This is an optimization exercise on Yosys and OpenROAD, whose aim is small area and a short achievable clock period, not a production implementation. At most, simulation tests tie the RTL to the original design; equivalence was not proved. Power and IR drop assume default switching activity.

the previous run:
## DSP
module DSP (a,b,c,d,clk,rst_n,p);
    parameter OPERATION = "ADD" ;
    input [17:0] a,b,d;
    input [47:0] c;
    input clk,rst_n;
    output reg [47:0] p;
    wire [19:0] ax = {2'b00, a};
    reg [8:0] bo, bt, bn;
    reg bz;
    reg [17:0] s1;
    wire [17:0] s0;
    ks18 u_pre (.a(b), .b(d), .s(s0));
    reg [115:0] x;
    wire [115:0] xe = x;
    reg [47:0] r0;
    reg [47:8] r1;
    reg rc;
    wire [47:0] cd = {c[47:36] - 12'd1, c[35:0]};
    wire [115:0] xn;
    wire [8:0] nn = ~bn;
    wire [18:0] sx = {1'b0, s1};
    wire [18:0] sy = {s1, 1'b0};
    wire [17:0] pz = {18{bz}} & s1;
    wire [18:0] pp0 = (({19{bo[0]}} & sx) | ({19{bt[0]}} & sy)) ^ {19{bn[0]}};
    wire [18:0] pp1 = (({19{bo[1]}} & sx) | ({19{bt[1]}} & sy)) ^ {19{bn[1]}};
    wire [18:0] pp2 = (({19{bo[2]}} & sx) | ({19{bt[2]}} & sy)) ^ {19{bn[2]}};
    wire [18:0] pp3 = (({19{bo[3]}} & sx) | ({19{bt[3]}} & sy)) ^ {19{bn[3]}};
    wire [18:0] pp4 = (({19{bo[4]}} & sx) | ({19{bt[4]}} & sy)) ^ {19{bn[4]}};
    wire [18:0] pp5 = (({19{bo[5]}} & sx) | ({19{bt[5]}} & sy)) ^ {19{bn[5]}};
    wire [18:0] pp6 = (({19{bo[6]}} & sx) | ({19{bt[6]}} & sy)) ^ {19{bn[6]}};
    wire [18:0] pp7 = (({19{bo[7]}} & sx) | ({19{bt[7]}} & sy)) ^ {19{bn[7]}};
    wire [18:0] pp8 = (({19{bo[8]}} & sx) | ({19{bt[8]}} & sy)) ^ {19{bn[8]}};
    wire hs1, hk1;
    wire fs1, fk1;
    wire hs2, hk2;
    wire fs2, fk2;
    wire fs3, fk3;
    wire fs4, fk4;
    wire hs3, hk3;
    wire fs5, fk5;
    wire fs6, fk6;
    wire fs7, fk7;
    wire fs8, fk8;
    wire hs4, hk4;
    wire fs9, fk9;
    wire fs10, fk10;
    wire fs11, fk11;
    wire fs12, fk12;
    wire fs13, fk13;
    wire fs14, fk14;
    wire hs5, hk5;
    wire fs15, fk15;
    wire fs16, fk16;
    wire fs17, fk17;
    wire fs18, fk18;
    wire fs19, fk19;
    wire fs20, fk20;
    wire fs21, fk21;
    wire hs6, hk6;
    wire fs22, fk22;
    wire fs23, fk23;
    wire fs24, fk24;
    wire fs25, fk25;
    wire fs26, fk26;
    wire fs27, fk27;
  ...
Size in the first run: about 1,500 cells after synthesis, about 290 flip-flops, roughly 150 I/O pins, about 0.018 mm² of cells after synthesis.
Settings: LEC_CHECK=0, CAP_MARGIN=20, CORE_MARGIN=2, CORE_UTILIZATION=60, CTS_BUF_LIST=sky130_fd_sc_hd__clkbuf_8, CTS_CLUSTER_DIAMETER=60, CTS_CLUSTER_SIZE=16, SETUP_SLACK_MARGIN=4.5, SLEW_MARGIN=20, SYNTH_HIERARCHICAL=1, SYNTH_MINIMUM_KEEP_SIZE=0; clock period 7.0 ns.
standard.sh (not shown) runs the stock make flow with config.mk's settings and CLKGATE_MAP_FILE= SYNTH_SCRIPT=/design/flow/synth_recipe.tcl, a recipe that flattens the netlist after the stock synthesis.
==> flow/flow/run.sh <==
#!/bin/bash
# Standard ORFS layout (the standard.sh, unchanged synthesis), except:
# - the input and output ports are buffered with a plain buf_1 instead of the
#   delay-type buffer that buffer_ports picks by default;
# - clock tree synthesis inserts no dummy load cells.
set -euo pipefail
bash standard.sh \
  "BUFFER_PORTS_ARGS=-buffer_cell sky130_fd_sc_hd__buf_1" \
  "CTS_ARGS=-sink_clustering_enable -repair_clock_nets -sink_clustering_size 16 -sink_clustering_max_diameter 60 -buf_list sky130_fd_sc_hd__clkbuf_8 -dont_use_dummy_load" \
  finish > orfs_make.log 2>&1
> inputs changed (the previous run -> the current run)
-- flow/design.v --
<<< the previous run, line 53
    wire [115:0] xe = x;
    reg [47:0] r0;
    reg [47:8] r1;
    reg rc;
    wire [47:0] cd = {c[47:36] - 12'd1, c[35:0]};
>>> the current run, line 53
    wire [115:0] xe = x;
    reg [47:0] r0;
    reg [47:12] r1;
    reg rc;
    wire [47:0] cd = {c[47:36] - 12'd1, c[35:0]};
<<< the previous run, line 633
    wire [47:0] r1n = {1'b0, 1'b0, 1'b0, 1'b0, 1'b0, 1'b0, 1'b0, 1'b0, 1'b0, hk45, hs45, fs168, fs167, fs166, fs165, fs164, fs163, fs162, fs161, fs160, fs159, fs158, fs157, fs156, fs155, fs154, fs153, fs152, fs151, fs150, fs149, fs148, fs147, fs146, fs145, fs144, fs143, fs142, fs141, fs140, fs139, fs138, fs137, fs136, hs44, hs43, cd[1], cd[0]};
    always @(posedge clk) s1 <= s0;
    wire [8:0] lo = r0n[7:0] + r1n[7:0];
    wire [40:0] hi = {r0[47:8], 1'b1} + {r1[47:8], rc};
    always @(posedge clk or negedge rst_n) begin
        if (!rst_n) begin
>>> the current run, line 633
    wire [47:0] r1n = {1'b0, 1'b0, 1'b0, 1'b0, 1'b0, 1'b0, 1'b0, 1'b0, 1'b0, hk45, hs45, fs168, fs167, fs166, fs165, fs164, fs163, fs162, fs161, fs160, fs159, fs158, fs157, fs156, fs155, fs154, fs153, fs152, fs151, fs150, fs149, fs148, fs147, fs146, fs145, fs144, fs143, fs142, fs141, fs140, fs139, fs138, fs137, fs136, hs44, hs43, cd[1], cd[0]};
    always @(posedge clk) s1 <= s0;
    wire [12:0] lo = r0n[11:0] + r1n[11:0];
    wire [36:0] hi = {r0[47:12], 1'b1} + {r1[47:12], rc};
    always @(posedge clk or negedge rst_n) begin
        if (!rst_n) begin
<<< the previous run, line 669
            bz <= a[17];
            x  <= xn;
            r0 <= {r0n[47:8], lo[7:0]};
            r1 <= r1n[47:8];
            rc <= lo[8];
            p  <= {hi[40:1], r0[7:0]};
        end
    end
>>> the current run, line 669
            bz <= a[17];
            x  <= xn;
            r0 <= {r0n[47:12], lo[11:0]};
            r1 <= r1n[47:12];
            rc <= lo[12];
            p  <= {hi[36:1], r0[11:0]};
        end
    end
--- outcome ---
Summary of the current run over the previous run: post-route total power rose 0.75 mW, floorplan core area fell about 2.4%, number of enable-type register cells in the synthesized netlist about even, flip-flop and latch count after synthesis fell 4. The current run closes out successfully: all stages finished, all timing, DRC and antenna checks passed. The critical path start-end classification comes out register to output port in one run and primary input to register in the other, namely in the previous run and the current run respectively. [compare] base=the previous run new=the current run: peak clock frequency supported by timing -0.036 GHz; post-cts repair resize count picked up an extra about 120%; area growth from synthesis to layout saw an increase.
Function not checked in the current run: the RTL went through the layout flow alone.

* * *

Another version of the RTL of DSP (not shown whole).
Size: about 1500 cells after synthesis, ~280 flip-flops, ~150 I/O pins, about 0.018 mm^2 of cells after synthesis.
==> flow/design.v (excerpt) <==
module DSP (a,b,c,d,clk,rst_n,p);
    parameter OPERATION = "ADD" ;
    input [17:0] a,b,d;
    input [47:0] c;
    input clk,rst_n;
    output reg [47:0] p;
    reg [17:0] a1;
    wire [19:0] ax = {2'b00, a1};
    wire [8:0] bo, bt, bn;
    wire bz;
    reg [17:0] s1;
    wire [17:0] s0;
    ks18 u_pre (.a(b), .b(d), .s(s0));
    reg [115:0] x;
    wire [115:0] xe = x;
    reg [47:0] r0;
    reg [47:8] r1;
    reg rc;
    wire [47:0] cd = {c[47:36] - 12'd1, c[35:0]};
    wire [115:0] xn;
    wire [8:0] nn = ~bn;
    wire [18:0] sx = {1'b0, s1};
    wire [18:0] sy = {s1, 1'b0};
    wire [17:0] pz = {18{bz}} & s1;
    wire [18:0] pp0 = (({19{bo[0]}} & sx) | ({19{bt[0]}} & sy)) ^ {19{bn[0]}};
    wire [18:0] pp1 = (({19{bo[1]}} & sx) | ({19{bt[1]}} & sy)) ^ {19{bn[1]}};
    wire [18:0] pp2 = (({19{bo[2]}} & sx) | ({19{bt[2]}} & sy)) ^ {19{bn[2]}};
    wire [18:0] pp3 = (({19{bo[3]}} & sx) | ({19{bt[3]}} & sy)) ^ {19{bn[3]}};
    wire [18:0] pp4 = (({19{bo[4]}} & sx) | ({19{bt[4]}} & sy)) ^ {19{bn[4]}};
    wire [18:0] pp5 = (({19{bo[5]}} & sx) | ({19{bt[5]}} & sy)) ^ {19{bn[5]}};
    wire [18:0] pp6 = (({19{bo[6]}} & sx) | ({19{bt[6]}} & sy)) ^ {19{bn[6]}};
    wire [18:0] pp7 = (({19{bo[7]}} & sx) | ({19{bt[7]}} & sy)) ^ {19{bn[7]}};
    wire [18:0] pp8 = (({19{bo[8]}} & sx) | ({19{bt[8]}} & sy)) ^ {19{bn[8]}};
    benc u_be0 (.h(ax[1]), .m(ax[0]), .l(1'b0), .one(bo[0]), .two(bt[0]), .neg(bn[0]));
    benc u_be1 (.h(ax[3]), .m(ax[2]), .l(ax[1]), .one(bo[1]), .two(bt[1]), .neg(bn[1]));
    benc u_be2 (.h(ax[5]), .m(ax[4]), .l(ax[3]), .one(bo[2]), .two(bt[2]), .neg(bn[2]));
    benc u_be3 (.h(ax[7]), .m(ax[6]), .l(ax[5]), .one(bo[3]), .two(bt[3]), .neg(bn[3]));
    benc u_be4 (.h(ax[9]), .m(ax[8]), .l(ax[7]), .one(bo[4]), .two(bt[4]), .neg(bn[4]));
    benc u_be5 (.h(ax[11]), .m(ax[10]), .l(ax[9]), .one(bo[5]), .two(bt[5]), .neg(bn[5]));
    benc u_be6 (.h(ax[13]), .m(ax[12]), .l(ax[11]), .one(bo[6]), .two(bt[6]), .neg(bn[6]));
  ...
export LEC_CHECK = 0
export CAP_MARGIN = 20
export CORE_MARGIN = 2
export CORE_UTILIZATION = 60
export CTS_BUF_LIST = sky130_fd_sc_hd__clkbuf_8
export CTS_CLUSTER_DIAMETER = 60
export CTS_CLUSTER_SIZE = 16
export SETUP_SLACK_MARGIN = 4.5
export SLEW_MARGIN = 20
export SYNTH_HIERARCHICAL = 1
export SYNTH_MINIMUM_KEEP_SIZE = 0
create_clock -name core_clock -period 7.0 [get_ports {clk}]
Scripts as last shown in full above: flow/flow/run.sh
Then changed:
--- a/flow/design.v
+++ b/flow/design.v
@@ -30,25 +30,20 @@
                 assign g[l+1][i] = g[l][i] | (p[l][i] & g[l][i-(1<<l)]);
                 assign p[l+1][i] = p[l][i] & p[l][i-(1<<l)];
             end else begin : g_k
                 assign g[l+1][i] = g[l][i];
                 assign p[l+1][i] = p[l][i];
             end
         end
     end endgenerate
     assign s = p[0] ^ {g[L][W-2:0], 1'b0};
 endmodule
-module benc (input h, input m, input l, output one, output two, output neg);
-    assign one = m ^ l;
-    assign two = (h & ~m & ~l) | (~h & m & l);
-    assign neg = h;
-endmodule
 module DSP (a,b,c,d,clk,rst_n,p);
     parameter OPERATION = "ADD" ;
     input [17:0] a,b,d;
     input [47:0] c;
     input clk,rst_n;
     output reg [47:0] p;
     reg [17:0] a1;
     wire [19:0] ax = {2'b00, a1};
     wire [8:0] bo, bt, bn;
     wire bz;
@@ -68,29 +63,47 @@
     wire [17:0] pz = {18{bz}} & s1;
     wire [18:0] pp0 = (({19{bo[0]}} & sx) | ({19{bt[0]}} & sy)) ^ {19{bn[0]}};
     wire [18:0] pp1 = (({19{bo[1]}} & sx) | ({19{bt[1]}} & sy)) ^ {19{bn[1]}};
     wire [18:0] pp2 = (({19{bo[2]}} & sx) | ({19{bt[2]}} & sy)) ^ {19{bn[2]}};
     wire [18:0] pp3 = (({19{bo[3]}} & sx) | ({19{bt[3]}} & sy)) ^ {19{bn[3]}};
     wire [18:0] pp4 = (({19{bo[4]}} & sx) | ({19{bt[4]}} & sy)) ^ {19{bn[4]}};
     wire [18:0] pp5 = (({19{bo[5]}} & sx) | ({19{bt[5]}} & sy)) ^ {19{bn[5]}};
     wire [18:0] pp6 = (({19{bo[6]}} & sx) | ({19{bt[6]}} & sy)) ^ {19{bn[6]}};
     wire [18:0] pp7 = (({19{bo[7]}} & sx) | ({19{bt[7]}} & sy)) ^ {19{bn[7]}};
     wire [18:0] pp8 = (({19{bo[8]}} & sx) | ({19{bt[8]}} & sy)) ^ {19{bn[8]}};
-    benc u_be0 (.h(ax[1]), .m(ax[0]), .l(1'b0), .one(bo[0]), .two(bt[0]), .neg(bn[0]));
-    benc u_be1 (.h(ax[3]), .m(ax[2]), .l(ax[1]), .one(bo[1]), .two(bt[1]), .neg(bn[1]));
-    benc u_be2 (.h(ax[5]), .m(ax[4]), .l(ax[3]), .one(bo[2]), .two(bt[2]), .neg(bn[2]));
-    benc u_be3 (.h(ax[7]), .m(ax[6]), .l(ax[5]), .one(bo[3]), .two(bt[3]), .neg(bn[3]));
-    benc u_be4 (.h(ax[9]), .m(ax[8]), .l(ax[7]), .one(bo[4]), .two(bt[4]), .neg(bn[4]));
-    benc u_be5 (.h(ax[11]), .m(ax[10]), .l(ax[9]), .one(bo[5]), .two(bt[5]), .neg(bn[5]));
-    benc u_be6 (.h(ax[13]), .m(ax[12]), .l(ax[11]), .one(bo[6]), .two(bt[6]), .neg(bn[6]));
-    benc u_be7 (.h(ax[15]), .m(ax[14]), .l(ax[13]), .one(bo[7]), .two(bt[7]), .neg(bn[7]));
-    benc u_be8 (.h(ax[17]), .m(ax[16]), .l(ax[15]), .one(bo[8]), .two(bt[8]), .neg(bn[8]));
+    assign bo[0] = ax[0] ^ 1'b0;
+    assign bt[0] = (ax[1] & ~ax[0] & ~1'b0) | (~ax[1] & ax[0] & 1'b0);
+    assign bn[0] = ax[1];
+    assign bo[1] = ax[2] ^ ax[1];
+    assign bt[1] = (ax[3] & ~ax[2] & ~ax[1]) | (~ax[3] & ax[2] & ax[1]);
+    assign bn[1] = ax[3];
+    assign bo[2] = ax[4] ^ ax[3];
+    assign bt[2] = (ax[5] & ~ax[4] & ~ax[3]) | (~ax[5] & ax[4] & ax[3]);
+    assign bn[2] = ax[5];
+    assign bo[3] = ax[6] ^ ax[5];
+    assign bt[3] = (ax[7] & ~ax[6] & ~ax[5]) | (~ax[7] & ax[6] & ax[5]);
+    assign bn[3] = ax[7];
+    assign bo[4] = ax[8] ^ ax[7];
+    assign bt[4] = (ax[9] & ~ax[8] & ~ax[7]) | (~ax[9] & ax[8] & ax[7]);
+    assign bn[4] = ax[9];
+    assign bo[5] = ax[10] ^ ax[9];
+    assign bt[5] = (ax[11] & ~ax[10] & ~ax[9]) | (~ax[11] & ax[10] & ax[9]);
+    assign bn[5] = ax[11];
+    assign bo[6] = ax[12] ^ ax[11];
+    assign bt[6] = (ax[13] & ~ax[12] & ~ax[11]) | (~ax[13] & ax[12] & ax[11]);
+    assign bn[6] = ax[13];
+    assign bo[7] = ax[14] ^ ax[13];
+    assign bt[7] = (ax[15] & ~ax[14] & ~ax[13]) | (~ax[15] & ax[14] & ax[13]);
+    assign bn[7] = ax[15];
+    assign bo[8] = ax[16] ^ ax[15];
+    assign bt[8] = (ax[17] & ~ax[16] & ~ax[15]) | (~ax[17] & ax[16] & ax[15]);
+    assign bn[8] = ax[17];
     assign bz = a1[17];
     wire fs1, fk1;
     wire fs2, fk2;
     wire fs3, fk3;
     wire fs4, fk4;
     wire fs5, fk5;
     wire fs6, fk6;
     wire fs7, fk7;
     wire fs8, fk8;
     wire fs9, fk9;
- worst setup slack improves by 69 ps
- die area increases by 6.8%
- hold slack improved by 8.0 ps
- power climbs by 0.80%
- synthesized cell count went up by 30%
No functional check of the RTL was part of any run of this note.

## port drivers added, routing unchanged
How much do the figures lean on ideal ports? The routed layouts below were timed once more, with nothing changed but the port constraints.
Step 1: set_driving_cell puts a clkbuf_16 on clk and a buf_2 on each other input, an assumption about the parent block.
Step 2 adds t to the input delays and takes it off the output delays; t is the mean of the earliest and latest rising clock arrival at the registers after step 1. Input paths then give back, and output paths get back, about the clock's delay inside the block.
Slacks: no drivers / after step 1 / after step 2; pairs: no drivers / after step 1.
| run | shift t [ns] | slack for setup (ns) | clock arrival spread, ns | worst data-port slew with drivers (ns) |
|---|---|---|---|---|
| the previous run | 0.597 | 4.507 / 4.460 / 3.937 | 0.057 / 0.057 | 0.04 |
| the current run | 0.605 | 4.262 / 4.277 / 3.672 | 0.043 / 0.043 | 0.04 |
| the first run of note 2 | 0.611 | 4.331 / 4.331 / 3.902 | 0.061 / 0.061 | 0.04 |
| the second run of note 2 | 0.628 | 4.400 / 4.400 / 3.879 | 0.049 / 0.048 | 0.05 |
After both steps every run listed still meets setup and hold. The setup slack of the current run, which loses most, moves by +0.015 ns with the drivers and by -0.590 ns with both steps.
